What follows belongs to an exercise in optimizing a design on an open flow for small area and a short achievable clock period; a production flow would make more cautious choices. Function was checked by simulation only, so behaviour that the tests miss may differ from the original.

==> flow/design.v (excerpt) <==
module CPU(clock, reset,
imem_addr, imem_data,
dmem_addr, dmem_wdata, dmem_we, dmem_re, dmem_rdata,
rf_we, rf_waddr, rf_wdata);
input clock, reset;
output [15:0] imem_addr;
input  [15:0] imem_data;
output [15:0] dmem_addr, dmem_wdata;
output dmem_we, dmem_re;
input  [15:0] dmem_rdata;
output rf_we;
output [2:0] rf_waddr;
output [15:0] rf_wdata;
reg [15:0] pc;
reg [15:0] btb_pc  [0:7];
reg [10:0] btb_tgt [0:7];      
reg [7:0]  btb_pred;           
reg [7:1]  btb_wr;             
reg [1:0]  cnt1, cnt2;
reg [15:0] bp_key;             
reg [15:0] pc1, ir1;
reg        v1;
reg [15:0] pc2, ir2;
reg        v2;
reg [15:0] bta;                
reg        pm, c9;             
reg        rst_q;              
reg [15:0] a3, b3, d3;         
reg [2:0]  op3, dst3;
reg        fw3, lhi3, lnk3, ld3, sw3, v3;
reg        bw_we, bw_nt, bw_jal, bw_pred, bw_en1, bw_en2;
reg [10:0] bw_tgt;
reg [15:0] res4, wd4;
reg [2:0]  dst4;
reg        fw4, ld4, lnk4, sw4, re4, rw4;
reg [15:0] res5;
reg [2:0]  dst5;
reg        fw5, we5;
reg        cf, zf;
reg [15:0] rf [1:7];
wire [15:0] pc_e  = rst_q ? 16'd0 : pc;
wire [15:0] ir1_e = {ir1[15:12] | {4{rst_q}}, ir1[11:0]};
wire        v1_e  = v1 & ~rst_q;
wire [15:0] ir2_e = {ir2[15:12] | {4{rst_q}}, ir2[11:0]};
wire        v2_e  = v2 & ~rst_q;
assign imem_addr = pc_e;
wire [15:0] pc_inc = pc_e + 16'd1;
wire [3:0] op2 = ir2_e[15:12];
wire [2:0] ra2 = ir2[11:9];
wire [2:0] rb2 = ir2[8:6];
wire [2:0] rc2 = ir2[5:3];
wire is_alu2 = (op2 == 4'b0000) | (op2 == 4'b0010);
wire is_adi2 = (op2 == 4'b0001);
wire is_lhi2 = (op2 == 4'b0011);
wire is_lw2  = (op2 == 4'b0100);
wire is_sw2  = (op2 == 4'b0101);
wire is_beq2 = (op2 == 4'b1100);
wire is_jal2 = (op2 == 4'b1000);
wire is_jlr2 = (op2 == 4'b1001);
wire lnk2    = is_jal2 | is_jlr2;
wire fw2     = is_alu2 | is_adi2 | is_lhi2 | is_lw2 | lnk2;
wire [2:0] dst2 = is_alu2 ? rc2 : (is_adi2 | is_lw2 | is_sw2) ? rb2 : ra2;
wire immb2   = is_adi2 | is_lhi2 | is_lw2 | is_sw2 | ~(is_alu2 | is_beq2 | lnk2);
reg  [2:0] aop2;
always @(*) begin
  if (op2 == 4'b0000)
    case (ir2[1:0]) 2'b00: aop2 = 3'b000; 2'b10: aop2 = 3'b001; 2'b01: aop2 = 3'b010; default: aop2 = 3'b111; endcase
  else if (op2 == 4'b0010)
  ...
clock: 12.0 ns
lec_check: 0
cap_margin: 10
core_margin: 2
core_utilization: 62
cts_buf_list: sky130_fd_sc_hd__clkbuf_8
cts_cluster_diameter: 50
cts_cluster_size: 16
place_density: 0.75
slew_margin: 10
standard.sh (not shown) runs the stock make flow with config.mk's settings and CLKGATE_MAP_FILE= SYNTH_SCRIPT=/design/flow/synth_recipe.tcl, a recipe that flattens the netlist after the stock synthesis.
==> flow/flow/run.sh <==
#!/bin/bash
# Standard ORFS layout, with faster port buffers and a timing-repair target
# tighter than the clock period (the SDC and clock period are unchanged).
set -euo pipefail
bash standard.sh \
  "BUFFER_PORTS_ARGS=-buffer_cell sky130_fd_sc_hd__buf_2" \
  "SETUP_SLACK_MARGIN=6.85" \
  finish > flow.log 2>&1
Change:
--- a/flow/flow/run.sh
+++ b/flow/flow/run.sh
@@ -5,4 +5,4 @@
 bash standard.sh \
   "BUFFER_PORTS_ARGS=-buffer_cell sky130_fd_sc_hd__buf_2" \
-  "SETUP_SLACK_MARGIN=6.85" \
+  "SETUP_SLACK_MARGIN=7" \
   finish > flow.log 2>&1
Effect:
- cell area went up by about 0.9%
- routed wire length went down by 1.3%
- flip-flop and latch count stays the same
- via count hardly moves
- clock skew went up by 0.0034 ns
- synthesized area does not change

-- port drivers added, routing unchanged --
Ports are ideal in the flow. The routed layouts listed here were re-timed in OpenROAD. Step 1: set_driving_cell puts a clkbuf_16 on clock and a buf_2 on each other input, an assumption about the parent block. Step 2 adds t to the input delays and takes it off the output delays; t is the mean of the earliest and latest rising clock arrival at the registers after step 1. Input paths then give back, and output paths get back, about the clock's delay inside the block. Slacks: ideal / step 1 / step 2; pairs: ideal / step 1.
run | t, ns | slack for setup (ns) | slew at the worst register clock pin (ns) | pins driven straight from the clock port
the first run | 0.772 | 6.758 / 6.637 / 6.342 | 0.11 / 0.11 | 1
the second run | 0.762 | 6.807 / 6.663 / 6.299 | 0.10 / 0.10 | 1
After both steps setup and hold are still met in every run listed. The setup slack of the second run, which loses most, moves by -0.144 ns with the drivers and by -0.508 ns with both steps.
